This design comes from an exercise in tuning for small area on the open sky130 flow, not from production work.
Function was checked by simulation only, so behaviour that the tests miss may differ from the original.
The clock port is modelled as an ideal driver, which makes a skipped or thinned clock tree look cheaper than it is; a real chip needs a root buffer or a tree.
Power figures rest on the tool's default switching activity, not on a simulated workload.

File: design/flow/run.sh
#!/bin/bash
# synth_recipe.tcl (not shown) runs the flow's synth.tcl, then flattens the netlist and writes it again
# the make line also repeats each setting of config.mk as NAME=value (left out here)
make -C /OpenROAD-flow-scripts/flow DESIGN_CONFIG=/design/flow/config.mk WORK_HOME=/design/flow/orfs CLKGATE_MAP_FILE= SYNTH_SCRIPT=/design/flow/synth_recipe.tcl finish
File: design/flow/config.mk
export PLATFORM = sky130hd
export DESIGN_NAME = sync
export DESIGN_NICKNAME = sync
export VERILOG_FILES = /design/flow/design.v
export SDC_FILE = /design/flow/constraint.sdc
export NUM_CORES = 4
export LEC_CHECK = 0
export CAP_MARGIN = 20
export CORE_MARGIN = 2
export CORE_UTILIZATION = 40
export SLEW_MARGIN = 20
File: design/flow/constraint.sdc
create_clock -name core_clock -period 10.0 [get_ports {clk}]
set_input_delay 2.0000 -clock core_clock [delete_from_list [all_inputs] [get_ports {clk}]]
set_output_delay 2.0000 -clock core_clock [all_outputs]
set_load 0.01 [all_outputs]
File: design/flow/design.v
module sync (
  input  wire       clk,
  output reg        hs,
  output reg        vs,
  input  wire       reset,    
  output wire [3:0] R,
  output wire [3:0] G,
  output wire [3:0] B,
  input  wire       btn       
);
  reg        r_q, gl_q, c0_q;
  wire gh_q = gl_q | (r_q & c0_q);
  wire b_q  = c0_q & (gl_q | ~r_q);
  assign R = {4{r_q}};
  assign G = {gh_q, gl_q, gh_q, gl_q};
  assign B = {4{b_q}};
  reg [2:0] seg;
  reg [7:0] hc_p;    
  wire [7:0] hc = hc_p ^ 8'b10101010;
  wire s_fp = ~seg[0] & ~seg[2];
  wire s_sy = ~seg[1] & seg[0];
  wire s_bp = ~seg[2] & seg[1];
  wire s_d0 = seg[0] & seg[2];
  wire s_d1 = seg[1] & ~seg[0];
  wire s_d2 = seg[2] & ~seg[1];
  wire h_end = (~hc[7] & ~hc[6] & ~hc[4] & hc[3] & hc[2] & hc[1] & hc[0]);    
  wire line_end = s_d2 & h_end;
  reg [7:0] h_ld;    
  always @(*) begin
    case (seg)
      3'b000: h_ld = 8'b11011101;
      3'b001: h_ld = 8'b10010101;
      3'b011: h_ld = 8'b00011111;
      3'b111: h_ld = 8'b00011111;
      3'b110: h_ld = 8'b01000111;
      3'b100: h_ld = 8'b11010111;
      default: h_ld = 8'bx;
    endcase
  end
  always @(posedge clk or negedge reset) begin
    if (!reset) seg <= 3'b000;
    else if (h_end) seg <= {seg[1:0], ~seg[2]};
  end
  always @(posedge clk or negedge reset) begin
    if (!reset)     hc_p <= 8'b01111101;
    else if (h_end) hc_p <= h_ld ^ 8'b10101010;
    else            hc_p <= {hc[6:0], ~(hc[7] ^ hc[5] ^ hc[4] ^ hc[3])} ^ 8'b10101010;
  end
  reg [1:0] pvs;    
  wire v_fp = ~pvs[1] & ~pvs[0];
  wire v_sy = ~pvs[1] &  pvs[0];
  wire v_bp =  pvs[1] &  pvs[0];
  wire v_da =  pvs[1] & ~pvs[0];
  reg [8:0] lc;    
  reg f1;              
  wire at_vs = v_fp & (lc[8]) & s_d2 & (hc[7] & ~hc[6] & hc[4] & hc[3] & hc[2] & hc[1] & hc[0]);    
  wire at_bp = v_sy & (lc[1]) & s_d2 & (~hc[7] & hc[6] & ~hc[5] & hc[4] & hc[2] & hc[1] & hc[0]);    
  wire at_da = v_bp & (lc[5] & lc[2] & lc[0]) & s_d2 & (~hc[7] & hc[6] & ~hc[5] & ~hc[4] & hc[3] & ~hc[2] & ~hc[1] & hc[0]);    
  wire at_fp = v_da & (~lc[8] & ~lc[7] & ~lc[6] & ~lc[5] & lc[4] & ~lc[3] & ~lc[2] & lc[1] & ~lc[0]) & line_end;    
  wire at_x = at_vs | at_bp | at_da;
  reg pend;
  wire v_adv = (at_x & f1) | pend | at_fp;
  always @(posedge clk or negedge reset) begin
    if (!reset) begin
      pvs  <= 2'b00;
      f1   <= 1'b1;
      pend <= 1'b0;
    end else begin
      if (v_adv) pvs <= {pvs[0], ~pvs[1]};
      pend <= at_x & ~f1;
      if (at_da) f1 <= 1'b0;
    end
  end
  always @(posedge clk or negedge reset) begin
    if (!reset) lc <= 9'd0;
    else if (v_adv) lc <= 9'd0;
    else if (line_end) lc <= {lc[7:0], ~(lc[8] ^ lc[4])};
  end
  reg        cnt, ph, acc;    
  reg [15:0] timer_p;    
  wire [15:0] timer = timer_p ^ 16'haaaa;
  wire t_zero = ~|timer[14:0];
  wire t_end  = timer[15] & t_zero;
  always @(posedge clk or negedge reset) begin
    if (!reset) begin
      cnt <= 1'b0; ph <= 1'b0; acc <= 1'b0;
    end else begin
      acc <= cnt & ph & t_end;
      if (cnt) begin
        if (t_end) begin cnt <= 1'b0; ph <= ~ph; end
      end else if (~acc & (btn == ph)) begin
        cnt <= 1'b1;
      end
    end
  end
  always @(posedge clk) begin
    timer_p <= ({16{cnt}} & {timer[14:0], timer[15] ^ timer[14] ^ timer[12] ^ timer[3] ^ t_zero}) ^ 16'haaaa;
  end
  reg [2:0] flag;    
  always @(posedge clk or negedge reset) begin
    if (!reset) flag <= 3'b000;
    else if (acc)
      case (flag)
        3'b000: flag <= 3'b011;
        3'b011: flag <= 3'b101;
        3'b101: flag <= 3'b010;
        3'b010: flag <= 3'b111;
        3'b111: flag <= 3'b110;
        3'b110: flag <= 3'b001;
        3'b001: flag <= 3'b100;
        3'b100: flag <= 3'b000;
      endcase
  end
  reg [3:0] c0, c1, c2;    
  always @(*) begin
    case (flag)
      3'b000: begin c0 = 4'b0001; c1 = 4'b1111; c2 = 4'b1000; end
      3'b011: begin c0 = 4'b0110; c1 = 4'b1111; c2 = 4'b1000; end
      3'b101: begin c0 = 4'b0110; c1 = 4'b1111; c2 = 4'b1100; end
      3'b010: begin c0 = 4'b0000; c1 = 4'b1110; c2 = 4'b1000; end
      3'b111: begin c0 = 4'b0110; c1 = 4'b1110; c2 = 4'b1000; end
      3'b110: begin c0 = 4'b0001; c1 = 4'b1110; c2 = 4'b1000; end
      3'b001: begin c0 = 4'b0110; c1 = 4'b1111; c2 = 4'b0110; end
      3'b100: begin c0 = 4'b1100; c1 = 4'b1111; c2 = 4'b0110; end
      default: begin c0 = 4'bx; c1 = 4'bx; c2 = 4'bx; end
    endcase
  end
  wire vis = v_da & seg[2];
  wire [3:0] col = {4{vis}} & (s_d0 ? c0 : s_d1 ? c1 : c2);
  always @(posedge clk) begin
    r_q  <= col[3] | (~reset & r_q);
    gl_q <= col[1] | (~reset & gl_q);
    c0_q <= (col[3] & ~col[1] ? col[2] : col[0]) | (~reset & c0_q);
    hs   <= ~s_sy & (reset | hs);
    vs   <= ~v_sy & (reset | vs);
  end
endmodule
==> results.cfg, run 1 <==
[place]
port_buffers = 16
placed_cells = 286
gp_congestion = 0.7597
hpwlAfterDp_mm = 2.398
post_dp_cell_area_um2 = 2332

[logic_synthesis]
ys_ff_latch = 51
netlist_top_cells_area = dfrtp_1, dfxtp_1, dfstp_2, buf_4, nor2_1
syn_nets = 221
ys.flop_type = dfrtp_1
synth_compound_area_frac = 0.08865
ys_seq_area_frac = 0.5325
synthSimpleGateAreaFrac = 0.2016
synth.distinct_cells = 43
synthXorXnorAreaFrac = 0.04348
synth_area_um2 = 2216
synth_adder_area_share = 0
synth_largest_area_cell = dfrtp_1
muxShareOfSynthArea = 0.05308
synth_common_cells = dfrtp_1, nor2_1, dfxtp_1
synth_top_family_by_area = simple AND/OR/NAND/NOR gates
syn_area_per_cell_um2 = 10.16
syn_inst = 218
synth_top_area_frac = 0.2597
synth-edff-count = 0
ys_warn_count = 1
synthArstFlopShare = 0.5882

[cts]
ctsResizeCount = 0
clk_latency_ps = 310
cts_setup_buffers = 0
clk_pin_slew_ps = 110
cts.sinks = 51
htree_levels = 2
clockBufferDepth = 2
postCtsHoldBufs = 0
numCtsBuffers = 5
cts_tree = done
cts_root_buf = clkbuf_8

[floorplan]
die_area_um2 = 6151
die_h_um = 78.43
row_count = 27
start_util = 0.4074
pin_count = 17
die_w_um = 78.43
core_um2 = 5439

[sta]
maxSlewViolCount = 0
rsz0062_at_grt = no
slew_headroom = 0.5914
fin_worst_skew_ps = 11.52
worst_pin_slew_ps = 611.1
tns_ps = 0
fin_hold_ws_ps = 393.9
min_period_ps = 3595
final-hold-violation-count = 0
min_period_over_period = 0.3595
setup_viol = 0
max_freq_mhz = 278.2

[setup_path]
worstPathMaxFanout = 4
start_kind = register
cp_num_buf_inv = 2
cp_top_family = buffers and inverters
crit_start = gl_q$_DFF_P_
worstPathCellList = inv_1 > a21oi_1 > clkdlybuf4s50_1
crit_path_end_kind = primary output
cp.arrival_ps = 1590
reg2reg_from = seg[2]$_DFFE_PN0P_
max_stage_delay_ps = 600
cp_slowest_cell = clkdlybuf4s50_1
cp_data_required_time_ps = 8000
crit_type = reg2out

[final_layout]
stdcell_count = 294
multi_input_area_um2 = 857.1
nets = 224
fillers = 504
drive_gt1_frac = 0.09910
areaGrowthSynthToFinish_pct = 9.656
antenna_cells = 0
register_area_um2 = 1180
post-route-util = 0.4467
final_area_um2 = 2430

[drt]
routed_wl_mm = 3.507
drt_iter0_drc = 87
route.detailed.drc = 0
viasPerCell = 4.918
drtAntennaViolNets = 0
drtPass1Iterations = 4
vias = 1446
wire_per_inst_um = 11.93

[global_route]
track_usage = 0.1279
grt.overflow.total = 0
grt_pass1_vias = 1424
antenna_found_initial = 0
grt_pass1_wl_mm = 6.210
grt_max_degree = 36

[pwr]
power_leakage_uw = 0.001067
p_per_area_nw_per_um2 = 180.9
irDropWorstVdd_uv = 120.9

[job]
maxCapViolCount = 0

[worst_hold_path]
min_from = timer_p[10]$_DFF_P_
hold_path.class = reg2reg

[run_status]
status = timing/DRC/antenna clean
[per-stage QoR]
step | power [µW] | setup WS, ps
after floorplan | 302.0 | 7217
after CTS | 447.9 | 6372
after detailed placement | 317.0 | 6724
after global placement | 316.5 | 6785
final | 439.5 | 6405
after global routing | 465.2 | 6271
[layer usage]
metal  part of all wire  wire length, µm  track usage  vias up
met1               0.49             1704       0.1584      693
met2               0.47             1641       0.2112       20
met4              0.015               52      0.05789        0
met3              0.031              108      0.03103        5
met5                  0                0            0        -
li1                   -                -            -      728
[power breakdown]
| group | total (µW) | internal, µW | switching, µW |
|---|---|---|---|
| Combinational | 50.6 | 30.4 | 20.2 |
| Clock | 129 | 52.9 | 75.6 |
| Sequential | 260 | 241 | 19.7 |
| Total | 440 | 324 | 115 |
[layout by cell type (no fill, tap or decap), types with 4 or more instances in the layout]
cell	instances
dfstp_2	7
nor2_1	23
clkbuf_8	5
xnor2_1	7
dfrtp_1	23
inv_1	10
o21ai_0	12
xor2_1	4
dfxtp_1	21
mux2i_1	8
a21oi_1	11
nor2b_1	12
clkdlybuf4s50_1	16
nand2_1	15
[layout make-up]
cell class                      instances  share of cell area
Clock buffer                            5             0.02832
Clock inverter                          3             0.01184
Inverter                               10             0.01545
Multi-Input combinational cell        136              0.3527
Sequential cell                        51              0.4856
Tap cell                               72             0.03708
Timing Repair Buffer                   17             0.06900
[flip-flops by register name, summed over array words and instances, names as in the netlist, 2 cells and up]
| signal | flops |
|---|---|
| pvs | 2 |
| seg | 3 |
| timer_p | 16 |
| hc_p | 8 |
| flag | 3 |
| lc | 9 |
[final timing paths]
kind	to	slack [ps]	depth (start not counted)
min reg2reg	timer_p[11]$_DFF_P_	390	1
min in group asynchronous	pend$_DFF_PN0_	2080	2
max reg2reg	pvs[0]$_DFFE_PN0P_	7570	5
max in group asynchronous	hc_p[3]$_DFF_PN1_	7590	2
max	B[3]	6410	3
min	timer_p[11]$_DFF_P_	390	1
[kinds of logic (layout without fill, tap and decap cells)]
group                  count (synthesis)  after routing
AO/OA/AOI/OAI                         34             34
XOR/XNOR                              11             11
buffers and inverters                 31             35
flip-flops                            51             51
multiplexers                          11             11
AND/OR/NAND/NOR                       80             80
==> inputs of run 2 (changes only) <==
==> design/flow/flow/run.sh (new file) <==
#!/bin/bash
# The standard layout (standard.sh: the standard synthesis and ORFS flow,
# unchanged), with two changes given on the make command line:
#  - every port buffer is the smallest buffer cell, buf_1, instead of the
#    tool's own pick (each input and output port still gets its buffer); the
#    reset input, which fans out to every asynchronously reset flip-flop,
#    then has its buffer upsized to buf_4 (flow/reset_buf.tcl, run right
#    after buffer_ports and global placement)
#  - the clock tree is built without dummy loads
# ORFS writes each step's full log under orfs/logs; make's output goes to
# standard.log.
set -o pipefail
bash standard.sh \
  BUFFER_PORTS_ARGS="-buffer_cell sky130_fd_sc_hd__buf_1" \
  POST_GLOBAL_PLACE_TCL="$PWD/flow/reset_buf.tcl" \
  CTS_ARGS="-sink_clustering_enable -repair_clock_nets -dont_use_dummy_load" \
  finish > standard.log 2>&1
==> design/flow/flow/reset_buf.tcl (new file) <==
# The reset input fans out to every asynchronously reset flip-flop: give its
# port buffer (inserted by buffer_ports) more drive than the other ports' buf_1.
foreach pin [get_pins -of_objects [get_nets reset]] {
  if {[get_property $pin direction] != "input"} { continue }
  set inst [get_cells -of_objects $pin]
  puts "reset port buffer [get_full_name $inst] [get_property $inst ref_name] -> sky130_fd_sc_hd__buf_4"
  replace_cell $inst sky130_fd_sc_hd__buf_4
}
==> design/flow/standard.sh (new file) <==
#!/bin/bash
# synth_recipe.tcl (not shown) runs the flow's synth.tcl, then flattens the netlist and writes it again
# the make line also repeats each setting of config.mk as NAME=value (left out here)
make -C /OpenROAD-flow-scripts/flow DESIGN_CONFIG=/design/flow/config.mk WORK_HOME=/design/flow/orfs CLKGATE_MAP_FILE= SYNTH_SCRIPT=/design/flow/synth_recipe.tcl "${@:-finish}"
removed: design/flow/run.sh
==> results.cfg, run 2 <==
[cts]
numCtsBuffers = 5
clockBufferDepth = 2
ctsResizeCount = 0
postCtsHoldBufs = 0
clk_pin_slew_ps = 100
cts_setup_buffers = 0
cts_root_buf = clkbuf_8
clk_latency_ps = 310
cts.sinks = 51
cts_tree = done
htree_levels = 2

[sta]
worst_pin_slew_ps = 613.6
maxSlewViolCount = 0
slew_headroom = 0.5897
min_period_ps = 3156
tns_ps = 0
fin_worst_skew_ps = 27.12
min_period_over_period = 0.3156
max_freq_mhz = 316.9
rsz0062_at_grt = no
final-hold-violation-count = 0
setup_viol = 0

[logic_synthesis]
syn_inst = 218
synth-edff-count = 0
netlist_top_cells_area = dfrtp_1, dfxtp_1, dfstp_2, buf_4, nor2_1
ys.flop_type = dfrtp_1
synth.distinct_cells = 43
synthArstFlopShare = 0.5882
syn_area_per_cell_um2 = 10.16
synth_top_area_frac = 0.2597
synth_largest_area_cell = dfrtp_1
ys_ff_latch = 51
synth_common_cells = dfrtp_1, nor2_1, dfxtp_1
ys_seq_area_frac = 0.5325
ys_warn_count = 1
synth_area_um2 = 2216
syn_nets = 221

[floorplan]
die_area_um2 = 6151
pin_count = 17
row_count = 27
die_h_um = 78.43
start_util = 0.4074
die_w_um = 78.43
core_um2 = 5439

[global_route]
grt.overflow.total = 0
grt_pass1_vias = 1362
antenna_found_initial = 0
grt_max_degree = 36
grt_pass1_wl_mm = 6.058
track_usage = 0.1269

[final_layout]
final_cell_mix = nor2_1, dfrtp_1, dfxtp_1, nand2_1, buf_1
regMostFlops = timer_p
antenna_cells = 0
largestRegisters = timer_p: 16 flops, lc: 9 flops, hc_p: 8 flops
areaGrowthSynthToFinish_pct = 3.670
stdcell_count = 290
drive_gt1_frac = 0.08716
largest_register_ff_count = 16
fillers = 553
post-route-util = 0.4224
final_area_um2 = 2297
nets = 223

[pwr]
switching_share = 0.2418
pwr-share-clk = 0.250
p_int_uw = 315.9
p_switching_uw = 100.8
p_per_area_nw_per_um2 = 181.4
power_frac_comb = 0.123
irDropWorstVdd_uv = 124.0
seqPwrFrac = 0.626
power_leakage_uw = 0.001013

[setup_path]
start_kind = register
crit_type = reg2out
worstPathMaxFanout = 6
crit_path_end_kind = primary output
cp_data_required_time_ps = 8000
cp.arrival_ps = 1160

[job]
maxCapViolCount = 0

[drt]
drtPass1Iterations = 4
drt_iter0_drc = 83
route.detailed.drc = 0
vias = 1425
routed_wl_mm = 3.473
viasPerCell = 4.914
wire_per_inst_um = 11.98
drtAntennaViolNets = 0

[place]
port_buffers = 16
post_dp_cell_area_um2 = 2228
placed_cells = 285
hpwlAfterDp_mm = 2.368

[worst_hold_path]
hold_path.class = reg2reg

[run_status]
status = timing/DRC/antenna clean
==> run 2: layer usage <==
layer  up-vias  wire length (µm)  share of wire  GRT usage
li1        722                 -              -          -
met2        21              1578           0.45     0.1991
met3         6               104          0.030    0.03103
met5         -                 0              0          0
met4         0                68          0.020    0.07544
met1       676              1722           0.50     0.1586
==> run 2: final cells by class <==
cell class / instances / area, µm² / share of cell area
flip-flops and latches: 51 / 1180 / 0.5136
multi-input cells: 136 / 857.1 / 0.3731
well taps: 72 / 90.09 / 0.03922
clock buffers: 5 / 68.82 / 0.02996
repair buffers: 16 / 63.81 / 0.02778
inverters: 10 / 37.54 / 0.01634
==> run 2: cell families (layout without fill, tap and decap cells) <==
| logic type | after synthesis | after routing | synth area share |
|---|---|---|---|
| XOR/XNOR | 11 | 11 | 0.04348 |
| flip-flops | 51 | 51 | 0.5325 |
| AND/OR/NAND/NOR | 80 | 80 | 0.2016 |
| AO/OA/AOI/OAI | 34 | 34 | 0.08865 |
| buffers and inverters | 31 | 31 | 0.08074 |
| multiplexers | 11 | 11 | 0.05308 |
==> run 2: final timing paths <==
path	startpoint	end	slack (ps)	cells after the start
worst min-delay path	timer_p[4]$_DFF_P_	timer_p[5]$_DFF_P_	400	1
worst max-delay path	r_q$_DFF_P_	G[3]	6840	3
worst max register to register	seg[2]$_DFFE_PN0P_	pvs[0]$_DFFE_PN0P_	7530	5
min in group asynchronous	reset	ph$_DFFE_PN0P_	1620	1
max in group asynchronous	reset	hc_p[2]$_DFF_PN1_	8020	1
worst min register to register	timer_p[4]$_DFF_P_	timer_p[5]$_DFF_P_	400	1
==> run 2: per-stage QoR <==
| stage | total power [µW] | hold WS [ps] | setup WS [ps] |
|---|---|---|---|
| 2_1_floorplan | 302.0 | 360.8 | 7217 |
| 3_5_place_dp | 316.2 | 374.6 | 7155 |
| 6_report | 416.7 | 397.9 | 6844 |
| 5_1_grt | 437.9 | 401.0 | 6689 |
| 4_1_cts | 423.0 | 397.0 | 6821 |
| 3_3_place_gp | 314.9 | 363.5 | 7022 |
==> run 2: worst max-delay path: stages, from the launching register on <==
cell	delay, ps
dfxtp_1	400
inv_1	70
o21ai_0	210
buf_1	170
==> run 2: power groups by stage <==
stage,combinational [µW],clock (µW),sequential (µW)
floorplan,42.9,0,259
global placement,49.0,0,266
detailed placement,51.2,0,265
CTS,52.2,109,261
global route,57.1,116,265
finish,51.4,104,261
==> inputs of run 3 (changes only) <==
==> design/flow/flow/run.sh (replaced) <==
#!/bin/bash
set -o pipefail
bash standard.sh \
  BUFFER_PORTS_ARGS="-buffer_cell sky130_fd_sc_hd__buf_1" \
  POST_GLOBAL_PLACE_TCL="$PWD/flow/reset_buf.tcl" \
  POST_CTS_TCL="$PWD/flow/clk_root.tcl" \
  CTS_ARGS="-sink_clustering_enable -repair_clock_nets -dont_use_dummy_load" \
  finish > standard.log 2>&1
==> design/flow/flow/clk_root.tcl (new file) <==
set root_pins [get_pins -of_objects [get_nets clk] -filter "direction==input"]
if {[llength $root_pins] == 1} {
  set root [get_cells -of_objects $root_pins]
  set outnet [get_nets -of_objects [get_pins -of_objects $root -filter "direction==output"]]
  set loads [get_pins -of_objects $outnet -filter "direction==input"]
  set ok [expr {[llength $loads] <= 4}]
  foreach pin $loads {
    if {![string match "sky130_fd_sc_hd__clkbuf_*" [get_property [get_cells -of_objects $pin] ref_name]]} { set ok 0 }
  }
  if {$ok} {
    puts "removing clock root buffer [get_full_name $root] ([llength $loads] loads)"
    remove_buffers $root
  } else {
    puts "keeping clock root buffer [get_full_name $root]"
  }
}
==> results.cfg, run 3 <==
[run_status]
status = timing/DRC/antenna clean

[setup_path]
rrSetupSlack_ps = 7520
crit_type = reg2out
ff2ff_path_depth = 5
cp_num_buf_inv = 2
max_stage_delay_ps = 400
r2r_end = pvs[0]$_DFFE_PN0P_
cp_data_required_time_ps = 8000
worstPathMaxFanout = 6
start_kind = register
reg2reg_from = seg[2]$_DFFE_PN0P_
cp_slowest_cell = dfxtp_1
cp.arrival_ps = 1000
worstPathCellList = inv_1 > o21ai_0 > buf_1
crit_path_end_kind = primary output
cp_top_family = flip-flops

[floorplan]
start_util = 0.4074
pin_count = 17
core_um2 = 5439
die_area_um2 = 6151
die_h_um = 78.43
die_w_um = 78.43
row_count = 27

[drt]
vias = 1419
viasPerCell = 4.910
drtPass1Iterations = 4
routed_wl_mm = 3.435
wire_per_inst_um = 11.89
route.detailed.drc = 0
drt_iter0_drc = 69
drtAntennaViolNets = 0

[logic_synthesis]
ys_seq_area_frac = 0.5325
synth_top_area_frac = 0.2597
syn_inst = 218
synthArstFlopShare = 0.5882
synth_largest_area_cell = dfrtp_1
synth_area_um2 = 2216
synth-edff-count = 0
syn_nets = 221
ys.flop_type = dfrtp_1
synth_common_cells = dfrtp_1, nor2_1, dfxtp_1
ys_ff_latch = 51
synth.distinct_cells = 43
syn_area_per_cell_um2 = 10.16
netlist_top_cells_area = dfrtp_1, dfxtp_1, dfstp_2, buf_4, nor2_1
ys_warn_count = 1

[final_layout]
drive_gt1_frac = 0.08295
post-route-util = 0.4198
nets = 222
largestRegisters = timer_p: 16 flops, lc: 9 flops, hc_p: 8 flops
areaGrowthSynthToFinish_pct = 3.049
regMostFlops = timer_p
final_cell_mix = nor2_1, dfrtp_1, dfxtp_1, nand2_1, buf_1
largest_register_ff_count = 16
antenna_cells = 0

[sta]
max_freq_mhz = 332.9
fin_worst_skew_ps = 27.27
setup_viol = 0
maxSlewViolCount = 0
tns_ps = 0
min_period_ps = 3004
min_period_over_period = 0.3004
worst_pin_slew_ps = 626.4
fin_hold_ws_ps = 397.9
slew_headroom = 0.5812
final-hold-violation-count = 0
rsz0062_at_grt = no

[cts]
clk_latency_ps = 150
cts.sinks = 51
clk_pin_slew_ps = 100

[pwr]
p_per_area_nw_per_um2 = 174.5
power_leakage_uw = 0.001006
irDropWorstVdd_uv = 124.0

[worst_hold_path]
hold_path.class = reg2reg
hold_depth = 1
min_from = timer_p[4]$_DFF_P_
hold_end = timer_p[5]$_DFF_P_

[global_route]
grt.overflow.total = 0
antenna_found_initial = 0
grt_pass1_wl_mm = 6.009
track_usage = 0.1232
grt_max_degree = 36
grt_pass1_vias = 1357

[job]
maxCapViolCount = 0

[place]
hpwlAfterDp_mm = 2.368
port_buffers = 16
run 3: cell count changes in the layout (fill, tap and decap cells not counted), sizes merged:
cell,change
clkbuf,-1
run 3: final cells by class:
cell class              instances  area (µm²)
clock buffers                   4       55.05
fillers                       553        3156
inverters                      10       37.54
multi-input cells             136       857.1
flip-flops and latches         51        1180
well taps                      72       90.09
repair buffers                 16       63.81
run 3: worst reg2reg max path, delay by kind of cell, from the launching register on:
family	cells	cell delay, ps
simple gates	4	1480
flops	1	510
mux	1	360
run 3: stage by stage:
| stage | worst slack, ps | std cells | total power [µW] | instance area, µm² |
|---|---|---|---|---|
| 6_report | 6996 | 289 | 398.5 | 2283 |
| 5_1_grt | 6847 | 289 | 418.8 | 2283 |
| 3_5_place_dp | 7155 | 285 | 316.2 | 2228 |
| 3_3_place_gp | 7022 | 285 | 314.9 | 2226 |
| 2_1_floorplan | 7217 | 218 | 302.0 | 2216 |
run 3: worst max path at each step:
| stage | slack [ps] | endpoint | depth (start not counted) | from |
|---|---|---|---|---|
| finish | 7000 | G[3] | 3 | r_q$_DFF_P_ |
| global route | 6850 | G[3] | 3 | r_q$_DFF_P_ |
| detailed placement | 7150 | G[3] | 3 | r_q$_DFF_P_ |
| global placement | 7020 | vs$_DFF_P_ | 3 | reset |
| floorplan | 7220 | G[1] | 3 | r_q$_DFF_P_ |
run 3: power by group:
group	switching, µW	internal (µW)
registers	20.1	241
logic	21.5	29.9
clock network	49.5	36.7
run 3: logic make-up (layout without fill, tap and decap cells):
logic type | after synthesis | count (layout) | share of synthesized area
AND/OR/NAND/NOR | 80 | 80 | 0.2016
flip-flops | 51 | 51 | 0.5325
AO/OA/AOI/OAI | 34 | 34 | 0.08865
buffers and inverters | 31 | 30 | 0.08074
XOR/XNOR | 11 | 11 | 0.04348
multiplexers | 11 | 11 | 0.05308
run 3: per-layer routing:
layer	GRT usage	wire length, µm
met3	0.02414	88
met1	0.1586	1721
met2	0.1991	1565
met4	0.05965	59
met5	0	0
==> inputs of run 4 (changes only) <==
==> design/flow/flow/run.sh (replaced) <==
#!/bin/bash
# The standard layout (standard.sh: the standard synthesis script and the
# ORFS flow), with these changes given on the make command line:
#  - synthesis runs synth_recipe.tcl unchanged except that its final
#    technology mapping (ORFS synth.tcl's "abc" call, after dfflibmap, so the
#    registers are exactly the standard synthesis's) uses an area-oriented
#    ABC script, flow/abc_area.script, instead of ORFS's speed script
#  - every port buffer is the smallest buffer cell, buf_1, instead of the
#    tool's own pick (each input and output port still gets its buffer); the
#    reset input, which fans out to every asynchronously reset flip-flop,
#    then has its buffer upsized to buf_4 (flow/reset_buf.tcl, run right
#    after buffer_ports and global placement)
set -o pipefail
here=$PWD
{
  cat <<TCL
# synth_recipe.tcl with the final abc mapping redirected to flow/abc_area.script
proc abc {args} {
  set i [lsearch -exact \$args -script]
  if {\$i >= 0} { set args [lreplace \$args \$i [expr {\$i + 1}]] }
  yosys abc -script $here/flow/abc_area.script {*}\$args
}
TCL
  cat synth_recipe.tcl
} > synth_area.tcl
bash standard.sh \
  SYNTH_SCRIPT="$here/synth_area.tcl" \
  BUFFER_PORTS_ARGS="-buffer_cell sky130_fd_sc_hd__buf_1" \
  POST_GLOBAL_PLACE_TCL="$here/flow/reset_buf.tcl" \
  POST_CTS_TCL="$here/flow/clk_root.tcl" \
  CTS_ARGS="-sink_clustering_enable -repair_clock_nets -dont_use_dummy_load" \
  finish > standard.log 2>&1
==> design/flow/flow/abc_area.script (new file) <==
strash
dch
map -a
strash
dch
map -a
topo
stime -c
==> results.cfg, run 4 <==
[setup_path]
reg2reg_from = hc_p[0]$_DFF_PN1_
crit_path_end_kind = register
start_kind = register
ff2ff_path_depth = 9
worstPathCellList = clkinv_1 > nor2_1 > nand2_1 > nor4_1 > clkinv_1 > nor2_1 > a41oi_1 > o21ai_1 > a21oi_1
crit_type = reg2reg
crit_start = hc_p[0]$_DFF_PN1_
cp_data_required_time_ps = 9990
cp_slowest_cell = nor2_1
cp.arrival_ps = 3380
max_stage_delay_ps = 640
worstPathMaxFanout = 13

[logic_synthesis]
syn_inst = 226
ys_ff_latch = 51
synth_adder_area_share = 0
synth_top_area_frac = 0.2807
synth_largest_area_cell = dfrtp_1
synthArstFlopShare = 0.5882
netlist_top_cells_area = dfrtp_1, dfxtp_1, dfstp_2, nand2_1, nor2_1
synthSimpleGateAreaFrac = 0.1745
muxShareOfSynthArea = 0
synth-edff-count = 0
synth_compound_area_frac = 0.1324
synthXorXnorAreaFrac = 0.02990
synth_common_cells = nand2_1, nor2_1, clkinv_1
synth_area_um2 = 2051
synth.distinct_cells = 28
ys_seq_area_frac = 0.5754
synth_most_common_cell = nand2_1
syn_nets = 229
synth_top_family_by_area = simple AND/OR/NAND/NOR gates
ys.flop_type = dfrtp_1
syn_area_per_cell_um2 = 9.074
ys_warn_count = 1

[global_route]
grt_most_used_layer = met2
grt_util_met1 = 0.1912
grt_pass1_vias = 1392
antenna_found_initial = 0
grt.overflow.total = 0
grt_use_met3 = 0.03571
grt_pass1_wl_mm = 6.141
track_usage = 0.1407
grt_max_degree = 36
met2_usage = 0.2242

[sta]
rsz0062_at_grt = no
fin_worst_skew_ps = 31.28
min_period_over_period = 0.3386
final-hold-violation-count = 0
tns_ps = 0
maxSlewViolCount = 0
slew_headroom = 0.4386
max_freq_mhz = 295.4
worst_pin_slew_ps = 836.4
min_period_ps = 3386
setup_viol = 0

[drt]
drtAntennaViolNets = 0
drtPass1Iterations = 4
vias = 1470
routed_wl_mm = 3.471
wire_per_inst_um = 11.42
route.detailed.drc = 0
drt_iter0_drc = 76
viasPerCell = 4.836

[pwr]
p_per_area_nw_per_um2 = 171.3
irDropWorstVdd_uv = 101.2
power_leakage_uw = 0.0008506

[cts]
clk_pin_slew_ps = 100
cts.sinks = 51
clk_latency_ps = 160

[place]
port_buffers = 16
post_dp_cell_area_um2 = 2112
hpwlAfterDp_mm = 2.537

[final_layout]
final_cell_mix = nand2_1, nor2_1, clkinv_1, dfrtp_1, dfxtp_1
regMostFlops = timer_p
drive_gt1_frac = 0.05556
antenna_cells = 0
largest_register_ff_count = 16
largestRegisters = timer_p: 16 flops, lc: 9 flops, hc_p: 8 flops
nets = 239
final_area_um2 = 2167
areaGrowthSynthToFinish_pct = 5.674
mostFrequentLayoutCell = nand2_1

[run_status]
status = timing/DRC/antenna clean

[worst_hold_path]
hold_path.class = reg2reg
hold_depth = 1
min_from = timer_p[6]$_DFF_P_

[floorplan]
die_area_um2 = 5715
core_um2 = 5042
pin_count = 17
die_w_um = 75.60
row_count = 26
die_h_um = 75.60
start_util = 0.4067

[job]
maxCapViolCount = 0
-- run 4: logic make-up (layout without fill, tap and decap cells) --
logic type / after synthesis / in the layout
AND/OR/NAND/NOR: 85 / 85
flip-flops: 51 / 51
AO/OA/AOI/OAI: 47 / 47
buffers and inverters: 36 / 44
XOR/XNOR: 7 / 7
-- run 4: path summary, 6_finish.rpt --
| check | slack [ps] | to |
|---|---|---|
| setup / recovery | 6610 | pvs[0]$_DFFE_PN0P_ |
| hold / removal | 400 | timer_p[7]$_DFF_P_ |
| setup reg to reg | 6610 | pvs[0]$_DFFE_PN0P_ |
| hold reg to reg | 400 | timer_p[7]$_DFF_P_ |
| max in group asynchronous | 7860 | f1$_DFFE_PN1P_ |
| min in group asynchronous | 1760 | ph$_DFFE_PN0P_ |
-- run 4: cell type report --
cell class / count / area [µm²]
inverters: 24 / 90.09
fillers: 513 / 2875
flip-flops and latches: 51 / 1180
clock buffers: 4 / 55.05
well taps: 70 / 87.58
multi-input cells: 139 / 690.7
repair buffers: 16 / 63.81
-- run 4: power breakdown --
| group | switching [µW] | total [µW] | internal [µW] |
|---|---|---|---|
| clock network | 49.3 | 85.9 | 36.7 |
| registers | 14.3 | 239 | 224 |
| logic | 25.2 | 46.8 | 21.6 |
-- run 4: critical path: cells and delay by family (launching register included) --
family	cells	cell delay (ps)
buffers and inverters	2	430
flip-flops	1	550
AND/OR/NAND/NOR	4	1400
AO/OA/AOI/OAI	3	860
-- run 4: metal layers --
metal  vias to the layer above  share of wire  routed length [µm]
met5                         -              0                   0
met4                         0         0.0086                  30
met3                         3          0.029                 102
met2                        17           0.45                1579
met1                       692           0.51                1759
li1                        758              -                   -
-- run 4: per-stage QoR --
stage	setup WS (ps)	utilization	hold slack, ps	power [µW]	std cells
after floorplan	7160	-	366.0	276.5	226
after global placement	6736	0.4184	372.6	289.6	300
after detailed placement	6648	0.4189	375.9	289.5	300
after global routing	5981	0.4298	414.5	392.5	304
final	6614	0.4298	399.7	371.3	304
==> inputs of run 5 (changes only) <==
--- a/design/flow/design.v
+++ b/design/flow/design.v
@@ -14,6 +14,10 @@
   assign R = {4{r_q}};
   assign G = {gh_q, gl_q, gh_q, gl_q};
   assign B = {4{b_q}};
+  reg jr;
+  always @(posedge clk or negedge reset)
+    if (!reset) jr <= 1'b1;
+    else        jr <= 1'b0;
   reg [2:0] seg;
   reg [7:0] hc_p;    
   wire [7:0] hc = hc_p ^ 8'b10101010;
@@ -71,9 +75,8 @@
       if (at_da) f1 <= 1'b0;
     end
   end
-  always @(posedge clk or negedge reset) begin
-    if (!reset) lc <= 9'd0;
-    else if (v_adv) lc <= 9'd0;
+  always @(posedge clk) begin
+    if (jr | v_adv) lc <= 9'd0;
     else if (line_end) lc <= {lc[7:0], ~(lc[8] ^ lc[4])};
   end
   reg        cnt, ph, acc;    
==> results.cfg, run 5 <==
[global_route]
antenna_found_initial = 0
grt_pass1_vias = 1475
grt_max_degree = 28
grt_util_met1 = 0.1641
grt.overflow.total = 0
grt_pass1_wl_mm = 6.410
grt_use_met3 = 0.02962
grt_most_used_layer = met2
met2_usage = 0.2339
track_usage = 0.1361

[sta]
final-hold-violation-count = 0
rsz0062_at_grt = no
maxSlewViolCount = 0
layout_setup_ws_ps = 6895
slew_headroom = 0.4769
setup_viol = 0
max_freq_mhz = 322.1
worst_pin_slew_ps = 777.4
tns_ps = 0
fin_worst_skew_ps = 26.22
min_period_over_period = 0.3105
min_period_ps = 3105

[logic_synthesis]
synth.distinct_cells = 27
ys_ff_latch = 52
syn_nets = 245
ys.flop_type = dfxtp_1
synth_top_area_frac = 0.2886
ys_warn_count = 1
synth-edff-count = 0
synth_area_um2 = 2081
synth_common_cells = nand2_1, nor2_1, clkinv_1, dfxtp_1, a21oi_1
syn_area_per_cell_um2 = 8.598
synth_most_common_cell = nand2_1
synthArstFlopShare = 0.4231
syn_inst = 242
synth_largest_area_cell = dfxtp_1
netlist_top_cells_area = dfxtp_1, dfrtp_1, dfstp_2, nand2_1, nor2_1
ys_seq_area_frac = 0.5580

[floorplan]
pin_count = 17
die_area_um2 = 5795
die_w_um = 76.13
core_um2 = 5075
start_util = 0.4100
row_count = 26
die_h_um = 76.13

[final_layout]
regMostFlops = timer_p
largest_register_ff_count = 16
antenna_cells = 0
mostFrequentLayoutCell = nand2_1
final_cell_mix = nand2_1, nor2_1, clkinv_1, dfxtp_1, a21oi_1
final_area_um2 = 2205
drive_gt1_frac = 0.07171
largestRegisters = timer_p: 16 flops, lc: 9 flops, hc_p: 8 flops
nets = 256
areaGrowthSynthToFinish_pct = 5.953

[drt]
route.detailed.drc = 0
drtPass1Iterations = 4
wire_per_inst_um = 11.29
routed_wl_mm = 3.623
drt_iter0_drc = 53
drtAntennaViolNets = 0
vias = 1526
viasPerCell = 4.754

[setup_path]
start_kind = register
cp_slowest_cell = nor4_1
crit_top_cell = clkinv_1
cp.arrival_ps = 3130
worstPathCellList = clkinv_1 > nor2_1 > nand2_1 > nor4_1 > clkinv_1 > nor2_1 > nand2_1 > clkinv_1 > a221o_2 > or2_2 > a211oi_1
crit_path_end_kind = register
max_stage_delay_ps = 600
cp_num_buf_inv = 3
worstPathMaxFanout = 11
cp_data_required_time_ps = 10020
crit_type = reg2reg
cp_top_family = simple AND/OR/NAND/NOR gates

[pwr]
p_per_area_nw_per_um2 = 181.5
irDropWorstVdd_uv = 181.2
pwr-share-clk = 0.219
power_frac_comb = 0.110
power_leakage_uw = 0.0008494
p_int_uw = 304.5
switching_share = 0.2389
p_switching_uw = 95.60
seqPwrFrac = 0.671

[place]
post_dp_cell_area_um2 = 2150
port_buffers = 16
dp_slack_ps = 6953
hpwlAfterDp_mm = 2.688

[worst_hold_path]
hold_path.class = reg2reg

[cts]
clk_latency_ps = 160
clk_pin_slew_ps = 100
cts.sinks = 52

[run_status]
status = timing/DRC/antenna clean

[job]
maxCapViolCount = 0
## run 5: per-layer routing
layer | part of all wire | vias to the layer above | wire (µm)
met1 | 0.48 | 688 | 1748
met5 | 0 | - | 0
li1 | - | 802 | -
met4 | 0.024 | 0 | 87
met3 | 0.031 | 9 | 114
met2 | 0.46 | 27 | 1672
## run 5: cells by family (layout without fill, tap and decap cells)
family                    after synthesis  count (layout)  synth area share
xor gates and xnor gates                6               6           0.02526
AOI/OAI and AO/OA                      44              44            0.1221
and+or+nand+nor                        97              97            0.1954
DFF                                    52              52            0.5580
other                                   1               1          0.001802
buffers and inverters                  42              51           0.09742
## run 5: path summary, 6_finish.rpt
check	cells after the start	start	slack (ps)	end
setup / recovery	11	hc_p[0]$_DFF_PN1_	6900	lc[0]$_SDFFE_PP0P_
hold / removal	1	timer_p[7]$_DFF_P_	400	timer_p[8]$_DFF_P_
setup reg to reg	11	hc_p[0]$_DFF_PN1_	6900	lc[0]$_SDFFE_PP0P_
hold reg to reg	1	timer_p[7]$_DFF_P_	400	timer_p[8]$_DFF_P_
max in group asynchronous	2	reset	7870	jr$_DFF_PN1_
min in group asynchronous	2	reset	1810	acc$_DFF_PN0_
## run 5: layout make-up
cell class                 instances  area, µm²
clock buffer                       4      55.05
tap                               70      87.58
sequential                        52       1161
fill                             533       2870
inverter                          30      112.6
multi-input combinational        148      716.9
timing repair buffer              17      71.32
## run 5: metrics by stage
step,util,std cells,hold WS [ps],total power [µW]
after floorplan,-,242,366.0,303.9
after global placement,0.4228,317,371.9,316.4
final,0.4344,321,400.3,400.1
after detailed placement,0.4236,317,378.9,319.0
after global routing,0.4344,321,413.6,424.7
## run 5: power by group through the flow
stage	clock (µW)	combinational [µW]	sequential, µW
final	87.4	44.0	269
after global routing	100	51.4	273
after floorplan	0	36.6	267
after detailed placement	0	45.4	274
after global placement	0	42.7	274
==> inputs of run 6 (changes only) <==
--- a/design/flow/design.v
+++ b/design/flow/design.v
@@ -14,10 +14,6 @@
   assign R = {4{r_q}};
   assign G = {gh_q, gl_q, gh_q, gl_q};
   assign B = {4{b_q}};
-  reg jr;
-  always @(posedge clk or negedge reset)
-    if (!reset) jr <= 1'b1;
-    else        jr <= 1'b0;
   reg [2:0] seg;
   reg [7:0] hc_p;    
   wire [7:0] hc = hc_p ^ 8'b10101010;
@@ -57,10 +53,10 @@
   wire v_da =  pvs[1] & ~pvs[0];
   reg [8:0] lc;    
   reg f1;              
-  wire at_vs = v_fp & (lc[8]) & s_d2 & (hc[7] & ~hc[6] & hc[4] & hc[3] & hc[2] & hc[1] & hc[0]);    
-  wire at_bp = v_sy & (lc[1]) & s_d2 & (~hc[7] & hc[6] & ~hc[5] & hc[4] & hc[2] & hc[1] & hc[0]);    
-  wire at_da = v_bp & (lc[5] & lc[2] & lc[0]) & s_d2 & (~hc[7] & hc[6] & ~hc[5] & ~hc[4] & hc[3] & ~hc[2] & ~hc[1] & hc[0]);    
-  wire at_fp = v_da & (~lc[8] & ~lc[7] & ~lc[6] & ~lc[5] & lc[4] & ~lc[3] & ~lc[2] & lc[1] & ~lc[0]) & line_end;    
+  wire at_vs = (~pvs[1] & lc[8]) & s_d2 & (hc[7] & ~hc[6] & hc[4] & hc[3] & hc[2] & hc[1] & hc[0]);    
+  wire at_bp = (~pvs[1] & pvs[0] & lc[1]) & s_d2 & (~hc[7] & hc[6] & ~hc[5] & hc[4] & hc[2] & hc[1] & hc[0]);    
+  wire at_da = (pvs[0] & lc[5] & lc[2] & lc[0]) & s_d2 & (~hc[7] & hc[6] & ~hc[5] & ~hc[4] & hc[3] & ~hc[2] & ~hc[1] & hc[0]);    
+  wire at_fp = (~lc[8] & ~lc[7] & ~lc[6] & ~lc[5] & lc[4] & ~lc[3] & ~lc[2] & lc[1] & ~lc[0]) & line_end;    
   wire at_x = at_vs | at_bp | at_da;
   reg pend;
   wire v_adv = (at_x & f1) | pend | at_fp;
@@ -75,8 +71,9 @@
       if (at_da) f1 <= 1'b0;
     end
   end
-  always @(posedge clk) begin
-    if (jr | v_adv) lc <= 9'd0;
+  always @(posedge clk or negedge reset) begin
+    if (!reset) lc <= 9'd0;
+    else if (v_adv) lc <= 9'd0;
     else if (line_end) lc <= {lc[7:0], ~(lc[8] ^ lc[4])};
   end
   reg        cnt, ph, acc;    
==> design/flow/flow/abc_area.script (replaced) <==
strash
dch
amap
strash
dch
amap
topo
stime -c
==> results.cfg, run 6 <==
[logic_synthesis]
synthArstFlopShare = 0.5882
synth-edff-count = 0
ys_seq_area_frac = 0.5872
synth.distinct_cells = 25
synth_area_um2 = 2009
synth_compound_area_frac = 0.1594
muxShareOfSynthArea = 0
synthSimpleGateAreaFrac = 0.1463
synth_common_cells = clkinv_1, nor2_1, dfrtp_1
syn_nets = 218
synth_top_area_frac = 0.2864
synth_top_family_by_area = compound AO/OA/AOI/OAI gates
netlist_top_cells_area = dfrtp_1, dfxtp_1, dfstp_2, clkinv_1, nor2_1
synth_most_common_cell = clkinv_1
ys.flop_type = dfrtp_1
syn_area_per_cell_um2 = 9.346
syn_inst = 215
synth_largest_area_cell = dfrtp_1
ys_ff_latch = 51
synthXorXnorAreaFrac = 0.004359
synth_adder_area_share = 0
ys_warn_count = 1

[pwr]
power_leakage_uw = 0.0008499
irDropWorstVdd_uv = 135.9
power_uw = 385.0
p_per_area_nw_per_um2 = 181.4

[floorplan]
die_w_um = 74.88
die_area_um2 = 5606
die_h_um = 74.88
start_util = 0.4199
core_um2 = 4786
row_count = 25
pin_count = 17

[setup_path]
crit_path_end_kind = register
cp_slowest_cell = nor3_1
worstPathCellList = nand2_1 > nor3_1 > clkinv_1 > nor2_1 > clkinv_1 > nor2_1 > a31oi_1 > o21ai_0 > clkinv_1 > nand2_1 > o22ai_1
max_stage_delay_ps = 570
cp_data_required_time_ps = 10000
cp.arrival_ps = 3220
cp_num_buf_inv = 3
start_kind = register
worstPathMaxFanout = 9
cp_top_family = simple AND/OR/NAND/NOR gates
crit_top_cell = clkinv_1
crit_type = reg2reg

[final_layout]
nets = 228
final_cell_mix = clkinv_1, nor2_1, dfrtp_1, dfxtp_1, nand2_1
drive_gt1_frac = 0.05381
largestRegisters = timer_p: 16 flops, lc: 9 flops, hc_p: 8 flops
fillers = 473
regMostFlops = timer_p
antenna_cells = 0
areaGrowthSynthToFinish_pct = 5.604
mostFrequentLayoutCell = clkinv_1
largest_register_ff_count = 16

[place]
hpwlAfterDp_mm = 2.501
port_buffers = 16

[drt]
viasPerCell = 5.028
wl_met3_um = 161
vias = 1458
drt_iter0_drc = 126
routed_wl_mm = 3.516
route.detailed.drc = 0
drtAntennaViolNets = 0
m1WireLength_mm = 1.801
highest_layer = met4
wire_per_inst_um = 12.12
met2_length_mm = 1.507
drtPass1Iterations = 4

[sta]
setup_viol = 0
tns_ps = 0
min_period_over_period = 0.3217
final-hold-violation-count = 0
slew_headroom = 0.5557
worst_pin_slew_ps = 661.4
rsz0062_at_grt = no
fin_worst_skew_ps = 27.58
maxSlewViolCount = 0
min_period_ps = 3217
max_freq_mhz = 310.9

[worst_hold_path]
hold_path.class = reg2reg

[global_route]
grt.overflow.total = 0
grt_pass1_wl_mm = 6.023
grt_max_degree = 36
grt_pass1_vias = 1304
track_usage = 0.1401
antenna_found_initial = 0

[cts]
clk_pin_slew_ps = 80
clk_latency_ps = 160
cts.sinks = 51

[run_status]
status = timing/DRC/antenna clean

[job]
maxCapViolCount = 0
## run 6: worst register-to-register path: stages, from the launching register on
cell      delay [ps]
dfstp_2          550
nand2_1           70
nor3_1           570
clkinv_1         410
nor2_1           280
clkinv_1         120
nor2_1           130
a31oi_1           80
o21ai_0          200
clkinv_1         250
nand2_1          300
o22ai_1          130
## run 6: power by group
| part | internal (µW) | switching, µW |
|---|---|---|
| Sequential | 240 | 21.1 |
| Combinational | 17.5 | 19.3 |
| Clock | 36.7 | 50.0 |
| Total | 295 | 90.4 |
## run 6: routing by layer
layer | vias to the layer above | GRT usage
met5 | - | 0
met4 | 0 | 0.04167
met3 | 5 | 0.03882
met2 | 29 | 0.2066
met1 | 675 | 0.2017
li1 | 749 | -
## run 6: final timing paths
check,from,end,slack [ps],cells past startpoint
min in group asynchronous,reset,flag[2]$_DFFE_PN0P_,1780,1
max in group asynchronous,reset,hc_p[6]$_DFF_PN1_,7860,1
setup / recovery,hc_p[0]$_DFF_PN1_,lc[6]$_DFFE_PN0P_,6780,11
hold / removal,timer_p[2]$_DFF_P_,timer_p[3]$_DFF_P_,390,1
hold reg to reg,timer_p[2]$_DFF_P_,timer_p[3]$_DFF_P_,390,1
setup reg to reg,hc_p[0]$_DFF_PN1_,lc[6]$_DFFE_PN0P_,6780,11
## run 6: cell type report
type | count | area (µm²) | share of cell area
flip-flops and latches | 51 | 1180 | 0.5560
multi-input cells | 121 | 623.1 | 0.2936
inverters | 31 | 116.4 | 0.05483
well taps | 67 | 83.83 | 0.03950
repair buffers | 16 | 63.81 | 0.03007
clock buffers | 4 | 55.05 | 0.02594
## run 6: stage by stage
stage | hold slack, ps | cells | cell area [µm²] | setup WS, ps | utilization
floorplan | 366.0 | 215 | 2009 | 7178 | -
global placement | 377.7 | 286 | 2064 | 6918 | 0.4314
detailed placement | 378.3 | 286 | 2067 | 6804 | 0.4319
global route | 414.0 | 290 | 2122 | 6393 | 0.4434
finish | 394.4 | 290 | 2122 | 6783 | 0.4434
## run 6: kinds of logic (layout without fill, tap and decap cells)
family / after synthesis / in the layout
xor+xnor: 1 / 1
flops: 51 / 51
compound gates: 53 / 53
buf+inv: 43 / 51
simple gates: 67 / 67
==> inputs of run 7 (changes only) <==
--- a/design/flow/design.v
+++ b/design/flow/design.v
@@ -23,17 +23,17 @@
   wire s_d0 = seg[0] & seg[2];
   wire s_d1 = seg[1] & ~seg[0];
   wire s_d2 = seg[2] & ~seg[1];
-  wire h_end = (~hc[7] & ~hc[6] & ~hc[4] & hc[3] & hc[2] & hc[1] & hc[0]);    
+  wire h_end = (hc[6] & ~hc[5] & hc[4] & hc[3] & ~hc[2] & ~hc[1] & hc[0]);    
   wire line_end = s_d2 & h_end;
   reg [7:0] h_ld;    
   always @(*) begin
     case (seg)
-      3'b000: h_ld = 8'b11011101;
-      3'b001: h_ld = 8'b10010101;
-      3'b011: h_ld = 8'b00011111;
-      3'b111: h_ld = 8'b00011111;
-      3'b110: h_ld = 8'b01000111;
-      3'b100: h_ld = 8'b11010111;
+      3'b000: h_ld = 8'b00000110;
+      3'b001: h_ld = 8'b10000010;
+      3'b011: h_ld = 8'b00101000;
+      3'b111: h_ld = 8'b00101000;
+      3'b110: h_ld = 8'b00001010;
+      3'b100: h_ld = 8'b00000010;
       default: h_ld = 8'bx;
     endcase
   end
@@ -42,9 +42,9 @@
     else if (h_end) seg <= {seg[1:0], ~seg[2]};
   end
   always @(posedge clk or negedge reset) begin
-    if (!reset)     hc_p <= 8'b01111101;
+    if (!reset)     hc_p <= 8'b10101000;
     else if (h_end) hc_p <= h_ld ^ 8'b10101010;
-    else            hc_p <= {hc[6:0], ~(hc[7] ^ hc[5] ^ hc[4] ^ hc[3])} ^ 8'b10101010;
+    else            hc_p <= {hc[6:0], ~(hc[7] ^ hc[5] ^ hc[4] ^ hc[1])} ^ 8'b10101010;
   end
   reg [1:0] pvs;    
   wire v_fp = ~pvs[1] & ~pvs[0];
@@ -53,9 +53,9 @@
   wire v_da =  pvs[1] & ~pvs[0];
   reg [8:0] lc;    
   reg f1;              
-  wire at_vs = (~pvs[1] & lc[8]) & s_d2 & (hc[7] & ~hc[6] & hc[4] & hc[3] & hc[2] & hc[1] & hc[0]);    
-  wire at_bp = (~pvs[1] & pvs[0] & lc[1]) & s_d2 & (~hc[7] & hc[6] & ~hc[5] & hc[4] & hc[2] & hc[1] & hc[0]);    
-  wire at_da = (pvs[0] & lc[5] & lc[2] & lc[0]) & s_d2 & (~hc[7] & hc[6] & ~hc[5] & ~hc[4] & hc[3] & ~hc[2] & ~hc[1] & hc[0]);    
+  wire at_vs = (~pvs[1] & lc[8]) & s_d2 & (~hc[6] & hc[5] & ~hc[4] & hc[3] & ~hc[2] & hc[1] & hc[0]);    
+  wire at_bp = (~pvs[1] & pvs[0] & lc[1]) & s_d2 & (~hc[7] & ~hc[6] & ~hc[4] & hc[3] & ~hc[2] & hc[1] & hc[0]);    
+  wire at_da = (pvs[0] & lc[5] & lc[2] & lc[0]) & s_d2 & (hc[6] & hc[5] & ~hc[4] & hc[3] & ~hc[2] & ~hc[1] & ~hc[0]);    
   wire at_fp = (~lc[8] & ~lc[7] & ~lc[6] & ~lc[5] & lc[4] & ~lc[3] & ~lc[2] & lc[1] & ~lc[0]) & line_end;    
   wire at_x = at_vs | at_bp | at_da;
   reg pend;
@@ -76,16 +76,17 @@
     else if (v_adv) lc <= 9'd0;
     else if (line_end) lc <= {lc[7:0], ~(lc[8] ^ lc[4])};
   end
-  reg        cnt, ph, acc;    
-  reg [15:0] timer_p;    
-  wire [15:0] timer = timer_p ^ 16'haaaa;
+  reg        cnt, ph;    
+  reg [15:1] timer_h;
+  reg        timer_0;
+  wire [15:0] timer = {timer_h, timer_0} ^ 16'haaaa;
   wire t_zero = ~|timer[14:0];
   wire t_end  = timer[15] & t_zero;
+  wire acc = ~cnt & ~ph & timer[0];
   always @(posedge clk or negedge reset) begin
     if (!reset) begin
-      cnt <= 1'b0; ph <= 1'b0; acc <= 1'b0;
+      cnt <= 1'b0; ph <= 1'b0;
     end else begin
-      acc <= cnt & ph & t_end;
       if (cnt) begin
         if (t_end) begin cnt <= 1'b0; ph <= ~ph; end
       end else if (~acc & (btn == ph)) begin
@@ -93,9 +94,11 @@
       end
     end
   end
-  always @(posedge clk) begin
-    timer_p <= ({16{cnt}} & {timer[14:0], timer[15] ^ timer[14] ^ timer[12] ^ timer[3] ^ t_zero}) ^ 16'haaaa;
-  end
+  always @(posedge clk)
+    timer_h <= ({15{cnt}} & timer[14:0]) ^ 15'h5555;
+  always @(posedge clk or negedge reset)
+    if (!reset) timer_0 <= 1'b0;
+    else        timer_0 <= (cnt & ((timer[15] ^ timer[14] ^ timer[12] ^ timer[3] ^ t_zero) | t_end)) ^ 1'b0;
   reg [2:0] flag;    
   always @(posedge clk or negedge reset) begin
     if (!reset) flag <= 3'b000;
==> design/flow/flow/run.sh (replaced) <==
#!/bin/bash
# The standard layout (standard.sh: the standard synthesis script and the
# ORFS flow), with these changes given on the make command line:
#  - synthesis runs synth_recipe.tcl unchanged except for its final technology
#    mapping (ORFS synth.tcl's "abc" call, after dfflibmap, so the registers
#    are exactly the standard synthesis's): instead of ORFS's speed script it
#    maps with each area-oriented ABC script in flow/abc and keeps the
#    smallest result (flow/abc_best.tcl)
#  - every port buffer is the smallest buffer cell, buf_1, instead of the
#    tool's own pick (each input and output port still gets its buffer); the
#    reset input, which fans out to every asynchronously reset flip-flop,
#    then has its buffer upsized to buf_4 (flow/reset_buf.tcl, run right
#    after buffer_ports and global placement)
set -o pipefail
here=$PWD
{
  echo "set ::abc_scripts_dir $here/flow/abc"
  echo "set ::abc_area_file $here/abc_area.txt"
  cat flow/abc_best.tcl
  cat synth_recipe.tcl
} > synth_best.tcl
bash standard.sh \
  SYNTH_SCRIPT="$here/synth_best.tcl" \
  BUFFER_PORTS_ARGS="-buffer_cell sky130_fd_sc_hd__buf_1" \
  POST_GLOBAL_PLACE_TCL="$here/flow/reset_buf.tcl" \
  POST_CTS_TCL="$here/flow/clk_root.tcl" \
  CTS_ARGS="-sink_clustering_enable -repair_clock_nets -dont_use_dummy_load -buf_list {sky130_fd_sc_hd__clkbuf_8} -sink_buffer_max_cap_derate 0.5" \
  finish > standard.log 2>&1
==> design/flow/flow/abc/b.script (new file) <==
strash
dch
map -a
topo
stime -c
==> design/flow/flow/abc/g.script (new file) <==
strash
dch
map -a
strash
dch
map -a
topo
stime -c
==> design/flow/flow/abc/i.script (new file) <==
strash
dch
map -a
strash
dch
map -a
strash
dch
map -a
topo
stime -c
==> design/flow/flow/abc/m1.script (new file) <==
strash
dch
amap
topo
stime -c
==> design/flow/flow/abc/m2.script (new file) <==
strash
dch
amap
strash
dch
amap
topo
stime -c
==> design/flow/flow/abc/m7.script (new file) <==
strash
dch -f
amap
strash
dch -f
amap
topo
stime -c
==> design/flow/flow/abc/m8.script (new file) <==
strash
dc2
dch
amap
strash
dc2
dch
amap
topo
stime -c
==> design/flow/flow/abc/m9.script (new file) <==
strash
dch
amap
strash
dch
amap
strash
dch
amap
strash
dch
amap
topo
stime -c
==> design/flow/flow/abc/n1.script (new file) <==
strash
dc2
dch
amap
strash
dch
amap
topo
stime -c
==> design/flow/flow/abc/n2.script (new file) <==
strash
balance
rewrite
refactor
balance
rewrite
rewrite -z
balance
refactor -z
rewrite -z
balance
dch
amap
strash
dch
amap
topo
stime -c
==> design/flow/flow/abc/n3.script (new file) <==
strash
dch -f
amap
strash
dch -f
map -a
strash
dch
amap
topo
stime -c
==> design/flow/flow/abc/n4.script (new file) <==
strash
fraig
dch
amap
strash
dch -f
amap
strash
dch
amap
topo
stime -c
==> design/flow/flow/abc/n5.script (new file) <==
strash
dch
amap
strash
dch
amap
strash
dch
amap
strash
dch
amap
strash
dch
amap
topo
stime -c
==> design/flow/flow/abc_best.tcl (new file) <==
# Replaces the "abc" command used by ORFS synth.tcl for its final technology
# mapping (after dfflibmap, so the registers stay exactly as in the standard
# synthesis): map with each ABC script in flow/abc and keep the smallest result.
proc abc {args} {
  set i [lsearch -exact $args -script]
  if {$i >= 0} { set args [lreplace $args $i [expr {$i + 1}]] }
  set lib [lindex $args [expr {[lsearch -exact $args -liberty] + 1}]]
  yosys design -save before_abc
  set best ""; set best_area 1e30
  foreach s [lsort [glob $::abc_scripts_dir/*.script]] {
    yosys design -load before_abc
    yosys abc -script $s {*}$args
    yosys tee -q -o $::abc_area_file stat -liberty $lib
    set f [open $::abc_area_file]; set t [read $f]; close $f
    regexp {Chip area for module '[^']*': ([0-9.]+)} $t -> area
    puts "abc script [file tail $s]: area $area"
    if {$area < $best_area} { set best_area $area; set best $s }
  }
  puts "abc script chosen: [file tail $best] (area $best_area)"
  yosys design -load before_abc
  yosys abc -script $best {*}$args
}
removed: design/flow/flow/abc_area.script
==> results.cfg, run 7 <==
[run_status]
status = timing/DRC/antenna clean

[setup_path]
cp_data_required_time_ps = 10060
cp.arrival_ps = 3430
crit_path_end_kind = register
ff2ff_path_depth = 11
crit_type = reg2reg
endpoint = pvs[0]$_DFFE_PN0P_
rrSetupSlack_ps = 6630
reg2reg_from = hc_p[5]$_DFF_PN1_
worstPathMaxFanout = 12
crit_start = hc_p[5]$_DFF_PN1_
start_kind = register
r2r_end = pvs[0]$_DFFE_PN0P_

[sta]
min_period_over_period = 0.3365
tns_ps = 0
setup_viol = 0
min_period_ps = 3365
fin_worst_skew_ps = 19.16
max_freq_mhz = 297.2
slew_headroom = 0.3789
worst_pin_slew_ps = 924.6
maxSlewViolCount = 0
final-hold-violation-count = 0
rsz0062_at_grt = no
layout_setup_ws_ps = 6635

[global_route]
track_usage = 0.1440
grt.overflow.total = 0
grt_max_degree = 36
grt_pass1_wl_mm = 6.161
grt_pass1_vias = 1356
antenna_found_initial = 0

[logic_synthesis]
syn_inst = 208
synth_area_um2 = 1966
synth.distinct_cells = 23
syn_nets = 211
synth_common_cells = nor2_1, dfrtp_1, clkinv_1
synth_largest_area_cell = dfrtp_1
synth-edff-count = 0
synthArstFlopShare = 0.6000
ys_ff_latch = 50
netlist_top_cells_area = dfrtp_1, dfxtp_1, nor2_1, o22ai_1, dfstp_2
ys_warn_count = 1
synth_most_common_cell = nor2_1
ys.flop_type = dfrtp_1
synth_top_area_frac = 0.3310
syn_area_per_cell_um2 = 9.450
ys_seq_area_frac = 0.5882

[pwr]
p_per_area_nw_per_um2 = 178.3
power_uw = 371.9
seqPwrFrac = 0.687
pwr-share-clk = 0.230
p_int_uw = 285.8
p_switching_uw = 86.13
irDropWorstVdd_uv = 119.4
switching_share = 0.2316
power_frac_comb = 0.082
power_leakage_uw = 0.0008518

[drt]
m1WireLength_mm = 1.732
wl_met3_um = 153
drtAntennaViolNets = 0
drtPass1Iterations = 4
viasPerCell = 5.158
drt_iter0_drc = 86
routed_wl_mm = 3.463
met2_length_mm = 1.537
route.detailed.drc = 0
highest_layer = met4
vias = 1465
wire_per_inst_um = 12.19

[final_layout]
nets = 222
final_cell_mix = nor2_1, dfrtp_1, clkinv_1, dfxtp_1, o22ai_1
regMostFlops = timer_h
largest_register_ff_count = 15
stdcell_count = 284
areaGrowthSynthToFinish_pct = 6.111
final_area_um2 = 2086
antenna_cells = 0
mostFrequentLayoutCell = nor2_1
drive_gt1_frac = 0.04608
largestRegisters = timer_h: 15 flops, lc: 9 flops, hc_p: 8 flops

[place]
port_buffers = 16
placed_cells = 280
post_dp_cell_area_um2 = 2031
dp_slack_ps = 6730
hpwlAfterDp_mm = 2.447

[floorplan]
row_count = 25
start_util = 0.4162
core_um2 = 4723
die_w_um = 74.10
die_h_um = 74.10
pin_count = 17
die_area_um2 = 5491

[cts]
clk_pin_slew_ps = 90
clk_latency_ps = 150
cts.sinks = 50

[job]
maxCapViolCount = 0

[worst_hold_path]
hold_path.class = reg2reg
-- run 7: routing by layer --
metal / vias up / track usage
met5: - / 0
met4: 0 / 0.04040
met3: 5 / 0.03659
met2: 38 / 0.2222
met1: 680 / 0.2019
li1: 742 / -
-- run 7: worst min-delay path by stage --
stage	slack [ps]	cells after the start	end	from
2_1_floorplan	360	1	timer_h[5]$_DFF_P_	timer_h[4]$_DFF_P_
3_3_place_gp	370	1	timer_h[5]$_DFF_P_	timer_h[4]$_DFF_P_
3_5_place_dp	370	1	timer_h[7]$_DFF_P_	timer_h[6]$_DFF_P_
5_1_grt	410	1	timer_h[9]$_DFF_P_	timer_h[8]$_DFF_P_
6_report	390	1	timer_h[9]$_DFF_P_	timer_h[8]$_DFF_P_
-- run 7: logic make-up (layout without fill, tap and decap cells) --
family | count (synthesis) | count (layout) | synth area share
compound gates | 54 | 54 | 0.1674
buf+inv | 35 | 44 | 0.08975
flops | 50 | 50 | 0.5882
simple gates | 69 | 69 | 0.1547
-- run 7: final cells by class --
| cell class | instances | area (µm²) |
|---|---|---|
| Tap cell | 67 | 83.83 |
| Fill cell | 457 | 2638 |
| Sequential cell | 50 | 1156 |
| Multi-Input combinational cell | 123 | 633.1 |
| Inverter | 23 | 86.33 |
| Timing Repair Buffer | 17 | 71.32 |
| Clock buffer | 4 | 55.05 |
-- run 7: through the flow --
| stage | util | hold WS (ps) |
|---|---|---|
| detailed placement | 0.4299 | 373.8 |
| finish | 0.4416 | 391.4 |
| global placement | 0.4294 | 369.8 |
| global route | 0.4416 | 405.8 |
| floorplan | - | 360.8 |
-- run 7: power groups by stage --
stage	registers [µW]	logic [µW]	clock network, µW
2_1_floorplan	254	24.3	0
3_3_place_gp	260	29.9	0
3_5_place_dp	259	30.9	0
5_1_grt	261	37.9	96.6
6_report	256	30.6	85.6
-- run 7: worst max-delay path, stage by stage, from the launching register on --
cell and delay [ps]:
dfstp_2 550, clkinv_1 90, nor3_1 180, nand4_1 290, nor3_1 800, clkinv_1 490
nor2_1 240, a41oi_1 130, o21ai_0 100, buf_4 200, clkinv_1 90, o22ai_1 120

[afterwards: timing with drivers on the ports]
The flow's constraints put no driver on any port. The routed layouts listed below were extracted and timed again, unchanged, in two steps.
Step 1, drivers: a clkbuf_16 drives clk and a buf_2 each remaining input, both assumed.
Step 2 moves the port delays by t, midway between the first and last clock arrival at a register: inputs arrive t later, outputs are due t later. That takes back most of the time a late clock gives input paths.
a / b / c = ideal ports / drivers / drivers and shift; a / b = the first two.
| run | shift t [ns] | setup slack, ns | clock arrival spread, ns | worst data-port slew with drivers (ns) |
|---|---|---|---|---|
| run 1 | 0.331 | 6.405 / 6.380 / 6.711 | 0.012 / 0.012 | 0.03 |
| run 2 | 0.320 | 6.844 / 6.816 / 7.136 | 0.028 / 0.028 | 0.03 |
| run 3 | 0.192 | 6.996 / 6.945 / 7.137 | 0.028 / 0.028 | 0.03 |
| run 4 | 0.192 | 6.614 / 6.614 / 6.614 | 0.033 / 0.034 | 0.03 |
| run 5 | 0.199 | 6.895 / 6.895 / 6.895 | 0.026 / 0.026 | 0.03 |
| run 6 | 0.194 | 6.783 / 6.783 / 6.783 | 0.028 / 0.028 | 0.03 |
| run 7 | 0.192 | 6.635 / 6.635 / 6.635 | 0.020 / 0.020 | 0.03 |
After both steps every run listed still meets setup and hold.
